Source: an optimization exercise on an open RTL-to-GDS flow (aim: small area). Production flows keep margins and buffers that such runs may drop. Function was checked by simulation only, so behaviour that the tests miss may differ from the original. The flow treats the clock pin as an ideal source, which a real chip does not have. Power and IR drop assume default switching activity.

==> inputs of v7 <==
// simon_says_top
module simon_says_top(
    input clk,               
    input reset,             
    input select,            
    input [15:0] switches,   
    input [3:0] rows,        
    output [3:0] cols,       
    output [15:0] leds,      
    output [6:0] seg,        
    output [3:0] an          
);
export LEC_CHECK = 0
export ABC_AREA = 1
export CAP_MARGIN = 20
export CORE_MARGIN = 2
export CORE_UTILIZATION = 40
export PLACE_DENSITY = 0.6
export SLEW_MARGIN = 20
create_clock -name core_clock -period 10.0 [get_ports {clk}]
standard.sh (not shown) runs the stock make flow with config.mk's settings and CLKGATE_MAP_FILE= SYNTH_SCRIPT=/design/flow/synth_recipe.tcl, a recipe that flattens the netlist after the stock synthesis.
==> flow/flow/run.sh <==
#!/bin/bash
# Own layout flow: the standard layout (standard.sh) with three changes.
#  1. Synthesis runs with ORFS's adder extraction off (ADDER_MAP_FILE empty):
#     extract_fa turns XOR/AND pairs found anywhere (decoders included) into
#     half-adder cells that abc can no longer optimise.
#  2. After the standard synthesis the combinational cells of the netlist are
#     turned back into logic and mapped again by abc with a stronger area
#     script (&deepsyn, then amap).  Flip-flop instances are not touched: same
#     cells, same names, as the standard synthesis made them.
#  3. Ports are buffered with buf_1 and the clock tree is built from clkbuf_8
#     without dummy loads.
# Each tool writes its full output to a log file in this folder.
set -euo pipefail
WORK=$(pwd)
YOSYS=$FLOW_HOME/../tools/install/yosys/bin/yosys
LIB=$FLOW_HOME/platforms/sky130hd/lib/sky130_fd_sc_hd__tt_025C_1v80.lib
RES=$WORK/orfs/results/sky130hd/simon_says_top/base

sed 's|CLKGATE_MAP_FILE= |CLKGATE_MAP_FILE= ADDER_MAP_FILE= BUFFER_PORTS_ARGS="-buffer_cell sky130_fd_sc_hd__buf_1" CTS_ARGS="-sink_clustering_enable -repair_clock_nets -dont_use_dummy_load -buf_list sky130_fd_sc_hd__clkbuf_4 sky130_fd_sc_hd__clkbuf_8" |' standard.sh > standard_custom.sh
grep -q 'ADDER_MAP_FILE= ' standard_custom.sh

# 1. standard synthesis (adder extraction off)
bash standard_custom.sh synth > make_synth.log 2>&1

# 2. re-map the combinational logic
cp $RES/1_2_yosys.v $WORK/1_2_yosys_standard.v
python3 flow/comb_cells.py $LIB $WORK/comb_cells.v > comb_cells.log 2>&1
DONT_USE=$(cat flow/dont_use.txt)
cat > $WORK/reopt.ys <<EOS
read_liberty -lib $LIB
read_verilog $WORK/1_2_yosys_standard.v
hierarchy -top $FLOW_TOP
techmap -map $WORK/comb_cells.v
techmap
opt -purge
abc -liberty $LIB $DONT_USE -script $WORK/flow/reopt.abc
opt_clean -purge
hilomap -singleton -hicell sky130_fd_sc_hd__conb_1 HI -locell sky130_fd_sc_hd__conb_1 LO
insbuf -buf sky130_fd_sc_hd__buf_4 A X
splitnets
opt_clean -purge
check -assert -mapped
stat -liberty $LIB
write_verilog -noattr -nohex -nodec $WORK/1_2_yosys_reopt.v
EOS
$YOSYS -s $WORK/reopt.ys > reopt_yosys.log 2>&1
cp $WORK/1_2_yosys_reopt.v $RES/1_2_yosys.v
rm -f $RES/1_synth.odb

# 3. the rest of the layout
bash standard_custom.sh finish > make_finish.log 2>&1
==> flow/flow/reopt.abc <==
strash; &get -n; &deepsyn -T 30; &put; dch -f; amap; topo
Other scripts of this flow, unchanged in this note and not shown: flow/flow/comb_cells.py, flow/flow/dont_use.txt
==> v4 (differences from v7) <==
--- a/flow/flow/run.sh
+++ b/flow/flow/run.sh
@@ -13,13 +13,13 @@
 set -euo pipefail
 WORK=$(pwd)
 YOSYS=$FLOW_HOME/../tools/install/yosys/bin/yosys
 LIB=$FLOW_HOME/platforms/sky130hd/lib/sky130_fd_sc_hd__tt_025C_1v80.lib
 RES=$WORK/orfs/results/sky130hd/simon_says_top/base
 
-sed 's|CLKGATE_MAP_FILE= |CLKGATE_MAP_FILE= ADDER_MAP_FILE= BUFFER_PORTS_ARGS="-buffer_cell sky130_fd_sc_hd__buf_1" CTS_ARGS="-sink_clustering_enable -repair_clock_nets -dont_use_dummy_load -buf_list sky130_fd_sc_hd__clkbuf_4 sky130_fd_sc_hd__clkbuf_8" |' standard.sh > standard_custom.sh
+sed 's|CLKGATE_MAP_FILE= |CLKGATE_MAP_FILE= ADDER_MAP_FILE= BUFFER_PORTS_ARGS="-buffer_cell sky130_fd_sc_hd__buf_1" CTS_ARGS="-sink_clustering_enable -repair_clock_nets -dont_use_dummy_load -buf_list sky130_fd_sc_hd__clkbuf_8" |' standard.sh > standard_custom.sh
 grep -q 'ADDER_MAP_FILE= ' standard_custom.sh
 
 # 1. standard synthesis (adder extraction off)
 bash standard_custom.sh synth > make_synth.log 2>&1
 
 # 2. re-map the combinational logic
==> v24 (differences from v7) <==
--- a/flow/design.v
+++ b/flow/design.v
@@ -106,15 +106,17 @@
     reg [1:0] gs;
     reg [2:0] cr;
     reg wr;
     wire won = ~(cr == 3'd1) | wr;     
     reg [3:0] r0, r1, r2, r3, r4;
     reg k0, k4;
-    reg [2:0] P;
-    reg [3:0] D;
-    reg ss, cmp;
+    reg [3:0] Q;
+    reg sd, ss;
+    wire [3:0] D = Q;
+    wire [2:0] P = Q[2:0];
+    wire cmp = Q[3];
     reg [15:0] ps;
     reg [31:0] rnd;
     reg pclk_prev;
     reg gol, la;
     reg sp, db;
     reg [7:0] scnt;
@@ -151,13 +153,13 @@
             default: begin rP = r4; kP = k4 & (cr == 3'd4); end
         endcase
     end
     wire [15:0] onehot = 16'd1 << rP;
     wire Pvalid = (P < L);
     wire [2:0] Pn = P + 3'd1;
-    wire says_done = D[0] & D[1];
+    wire says_done = sd;
     wire show_led = (gs == S_SHOW) & says_done & (P != 3'd7) & ~kP;
     assign leds = {16{la}} | (show_led ? onehot : 16'd0);
     wire [2:0] crm1 = cr - 3'd1;
     reg [3:0] gcode;
     always @(*) begin
         case (gs)
@@ -248,26 +250,31 @@
             endcase
         end
     end
     always @(posedge clk) begin
         case (gs)
             S_INIT: begin
-                P <= 3'd7;
-                D <= says_load;
+                Q <= says_load;
+                sd <= 1'b0;
                 ss <= 1'b0;
             end
             S_SHOW:
                 if (!says_done) begin
                     ss <= ~(edge_p & d_last);
-                    if (edge_p) D <= {D[2:0], ~(D[3] ^ D[0])};
+                    if (edge_p) begin
+                        if (d_last) begin
+                            sd <= 1'b1;
+                            Q <= 4'b0111;
+                        end else
+                            Q <= {D[2:0], ~(D[3] ^ D[0])};
+                    end
                 end else if (edge_p) begin
-                    if (Pn < L) P <= Pn;
+                    if (Pn < L) Q[2:0] <= Pn;
                     else begin
-                        P <= 3'd0;
+                        Q <= 4'b0000;
                         ps <= switches;
-                        cmp <= 1'b0;
                     end
                 end
             S_INPUT:
                 if (!Pvalid) begin
                     if (gen) begin
                         r1 <= {S[2:0], f1};
@@ -279,24 +286,22 @@
                     if (n == 3'd2 && wr) r2 <= S[3:0];
                     if (n == 3'd4) begin r4 <= S[3:0]; k4 <= S[31]; end
                 end else if (!kP) begin
                     if (!cmp) begin
                         if (sw_diff) begin
                             ps <= switches;
-                            if (sw_match) cmp <= 1'b1;
+                            if (sw_match) Q[3] <= 1'b1;
                         end
                     end else if (!sw_diff) begin
-                        P <= Pn;
-                        cmp <= 1'b0;
+                        Q <= {1'b0, Pn};
                     end
                 end else begin
                     if (!cmp) begin
-                        if (key_match) cmp <= 1'b1;
+                        if (key_match) Q[3] <= 1'b1;
                     end else begin
-                        P <= Pn;
-                        cmp <= 1'b0;
+                        Q <= {1'b0, Pn};
                     end
                 end
             default: ;
         endcase
     end
 endmodule
==> flow/flow/run.sh (replaced) <==
#!/bin/bash
# Own layout flow: the standard layout (standard.sh) with three changes.
#  1. Synthesis runs with ORFS's adder extraction off (ADDER_MAP_FILE empty):
#     extract_fa turns XOR/AND pairs found anywhere (decoders included) into
#     half-adder cells that abc can no longer optimise.
#  2. After the standard synthesis the combinational cells of the netlist are
#     turned back into logic and mapped again by abc with a stronger area
#     script (&deepsyn, then amap), four times with different seeds; the
#     smallest result is kept.  Flip-flop instances are not touched: same
#     cells, same names, as the standard synthesis made them.
#  3. Ports are buffered with buf_1 and the clock tree is built from clkbuf_4
#     without dummy loads; clock buffers whose loads would see a slow edge
#     are then upsized to clkbuf_8 (flow/resize_clk.tcl).
# Each tool writes its full output to a log file in this folder.
set -euo pipefail
WORK=$(pwd)
YOSYS=$FLOW_HOME/../tools/install/yosys/bin/yosys
LIB=$FLOW_HOME/platforms/sky130hd/lib/sky130_fd_sc_hd__tt_025C_1v80.lib
RES=$WORK/orfs/results/sky130hd/simon_says_top/base

sed 's|CLKGATE_MAP_FILE= |CLKGATE_MAP_FILE= ADDER_MAP_FILE= BUFFER_PORTS_ARGS="-buffer_cell sky130_fd_sc_hd__buf_1" CTS_ARGS="-sink_clustering_enable -repair_clock_nets -dont_use_dummy_load -buf_list sky130_fd_sc_hd__clkbuf_4" |' standard.sh > standard_custom.sh
sed -i "s|CLKGATE_MAP_FILE= |CLKGATE_MAP_FILE= POST_CTS_TCL=$WORK/flow/resize_clk.tcl |" standard_custom.sh
grep -q 'POST_CTS_TCL=' standard_custom.sh
grep -q 'ADDER_MAP_FILE= ' standard_custom.sh

# 1. standard synthesis (adder extraction off)
bash standard_custom.sh synth > make_synth.log 2>&1

# 2. re-map the combinational logic
cp $RES/1_2_yosys.v $WORK/1_2_yosys_standard.v
python3 flow/comb_cells.py $LIB $WORK/comb_cells.v > comb_cells.log 2>&1
DONT_USE=$(cat flow/dont_use.txt)
for SEED in 1 2 3 4; do
sed "s/@SEED@/$SEED/" flow/reopt.abc > $WORK/reopt_$SEED.abc
cat > $WORK/reopt_$SEED.ys <<EOS
read_liberty -lib $LIB
read_verilog $WORK/1_2_yosys_standard.v
hierarchy -top $FLOW_TOP
techmap -map $WORK/comb_cells.v
techmap
opt -purge
abc -liberty $LIB $DONT_USE -script $WORK/reopt_$SEED.abc
opt_clean -purge
hilomap -singleton -hicell sky130_fd_sc_hd__conb_1 HI -locell sky130_fd_sc_hd__conb_1 LO
insbuf -buf sky130_fd_sc_hd__buf_4 A X
splitnets
opt_clean -purge
check -assert -mapped
tee -o $WORK/reopt_$SEED.stat stat -liberty $LIB
write_verilog -noattr -nohex -nodec $WORK/1_2_yosys_reopt_$SEED.v
EOS
$YOSYS -s $WORK/reopt_$SEED.ys > reopt_yosys_$SEED.log 2>&1 &
done
wait
# keep the smallest of the four abc runs (they differ only in &deepsyn's seed)
BEST=$(for SEED in 1 2 3 4; do
  if [[ -s $WORK/1_2_yosys_reopt_$SEED.v ]]; then
    echo "$(sed -n "s/.*Chip area for module .*: //p" $WORK/reopt_$SEED.stat) $SEED"
  fi
done | sort -g | head -1 | cut -d' ' -f2)
echo "best seed $BEST" > reopt_choice.log
cat $WORK/reopt_*.stat | grep "Chip area" >> reopt_choice.log
cp $WORK/1_2_yosys_reopt_$BEST.v $WORK/1_2_yosys_reopt.v
cp $WORK/1_2_yosys_reopt.v $RES/1_2_yosys.v
rm -f $RES/1_synth.odb

# 3. the rest of the layout
bash standard_custom.sh finish > make_finish.log 2>&1
==> flow/flow/reopt.abc (replaced) <==
strash; &get -n; &deepsyn -T 40 -S @SEED@; &put; dch -f; amap; topo
==> flow/flow/resize_clk.tcl (new file) <==
# Clock tree leaf sizing: the tree is built from clkbuf_4; every clock buffer
# whose worst load pin slew (placement estimate) is over the limit below is
# replaced by clkbuf_8, then placement is legalised again.
set clk_slew_limit 0.105
estimate_parasitics -placement
set upsized 0
foreach inst [get_cells *] {
  if {[get_property $inst ref_name] ne "sky130_fd_sc_hd__clkbuf_4"} { continue }
  set out [get_pins -of_objects $inst -filter "direction == output"]
  set worst 0
  foreach p [get_pins -of_objects [get_nets -of_objects $out] -filter "direction == input"] {
    set s [get_property $p slew_max]
    if {$s > $worst} { set worst $s }
  }
  if {$worst > $clk_slew_limit} {
    replace_cell $inst [get_lib_cells */sky130_fd_sc_hd__clkbuf_8]
    incr upsized
  }
}
puts "clock buffers upsized to clkbuf_8: $upsized"
if {$upsized > 0} {
  detailed_placement
  check_placement -verbose
}
--- a/flow/config.mk
+++ b/flow/config.mk
@@ -5,9 +5,9 @@
 export SDC_FILE = /design/flow/constraint.sdc
 export NUM_CORES = 4
 export LEC_CHECK = 0
 export ABC_AREA = 1
 export CAP_MARGIN = 20
 export CORE_MARGIN = 2
-export CORE_UTILIZATION = 40
-export PLACE_DENSITY = 0.6
+export CORE_UTILIZATION = 75
+export PLACE_DENSITY = 0.9
 export SLEW_MARGIN = 20
==> qor summary <==
                                                                                     v24                       v4                    v7
Run status                                                      timing/DRC/antenna clean  timing/DRC/antenna clean        did not finish
Stage where the flow stopped                                                           -                        -  clock tree synthesis
Cell area after synthesis                                                       5990 um2                 6070 um2              6070 um2
Die Wd                                                                           93.4 um                   127 um                127 um
Final global-route overflow total                                                      0                        0                     -
Multi-input logic cell count                                                         392                      384                     -
Maximum clock skew at final layout                                             0.0358 ns                0.0316 ns                     -
Logic depth of the worst register-to-register path                                     8                       14                     -
Number of detailed-routing iterations run before antenna repair                        8                        6                     -
Number of hold violations in the final report                                          0                        0                     -
Share of total power in sequential cells                                           67.4%                    62.3%                     -
Stages on the worst setup path                                                        10                        8                     -
Post-detailed-routing wire length                                               13900 um                 12200 um                     -
Clock buffer count in the final layout                                                17                       17                     -
Worst hold slack                                                                0.322 ns                 0.353 ns                     -
Top layer in use                                                                    met4                     met4                     -
Wirelength per Cell                                                              17.8 um                  14.1 um                     -
Mean instance size in the synthesized netlist                                   9.90 um2                 10.0 um2              10.0 um2
Hold Path Stages                                                                       0                        0                     -
Min Clock Period, post-route                                                     4.81 ns                  5.21 ns                     -
Inverters, non-clock                                                                  70                       75                     -
Peak supply drop                                                                  151 uV                  68.2 uV                     -
Most common cell after layout, fill and taps aside               sky130_fd_sc_hd__nor2_1  sky130_fd_sc_hd__nor2_1                     -
Biggest Area Class                                                      sequential cells         sequential cells                     -
Num tapcells                                                                         102                      188                     -
Reg2Reg Setup Slack                                                              6.80 ns                  6.72 ns                     -

==> static timing again, ports no longer ideal <==
Ports are ideal in the flow. The routed layouts listed here were re-timed in OpenROAD. Step 1 assumes that a clkbuf_16 drives the clock port and a buf_2 every other input. Step 2 moves the port delays by t, midway between the first and last clock arrival at a register: inputs arrive t later, outputs are due t later. That takes back most of the time a late clock gives input paths. a / b / c = ideal / step 1 / step 2; a / b = the first two.
run	shift t [ns]	setup slack, ns	slew at the worst register clock pin (ns)
v4	0.466	4.795 / 4.756 / 5.222	0.08 / 0.08
v24	0.442	5.195 / 5.160 / 5.602	0.10 / 0.10
After both steps every run listed still meets setup and hold.
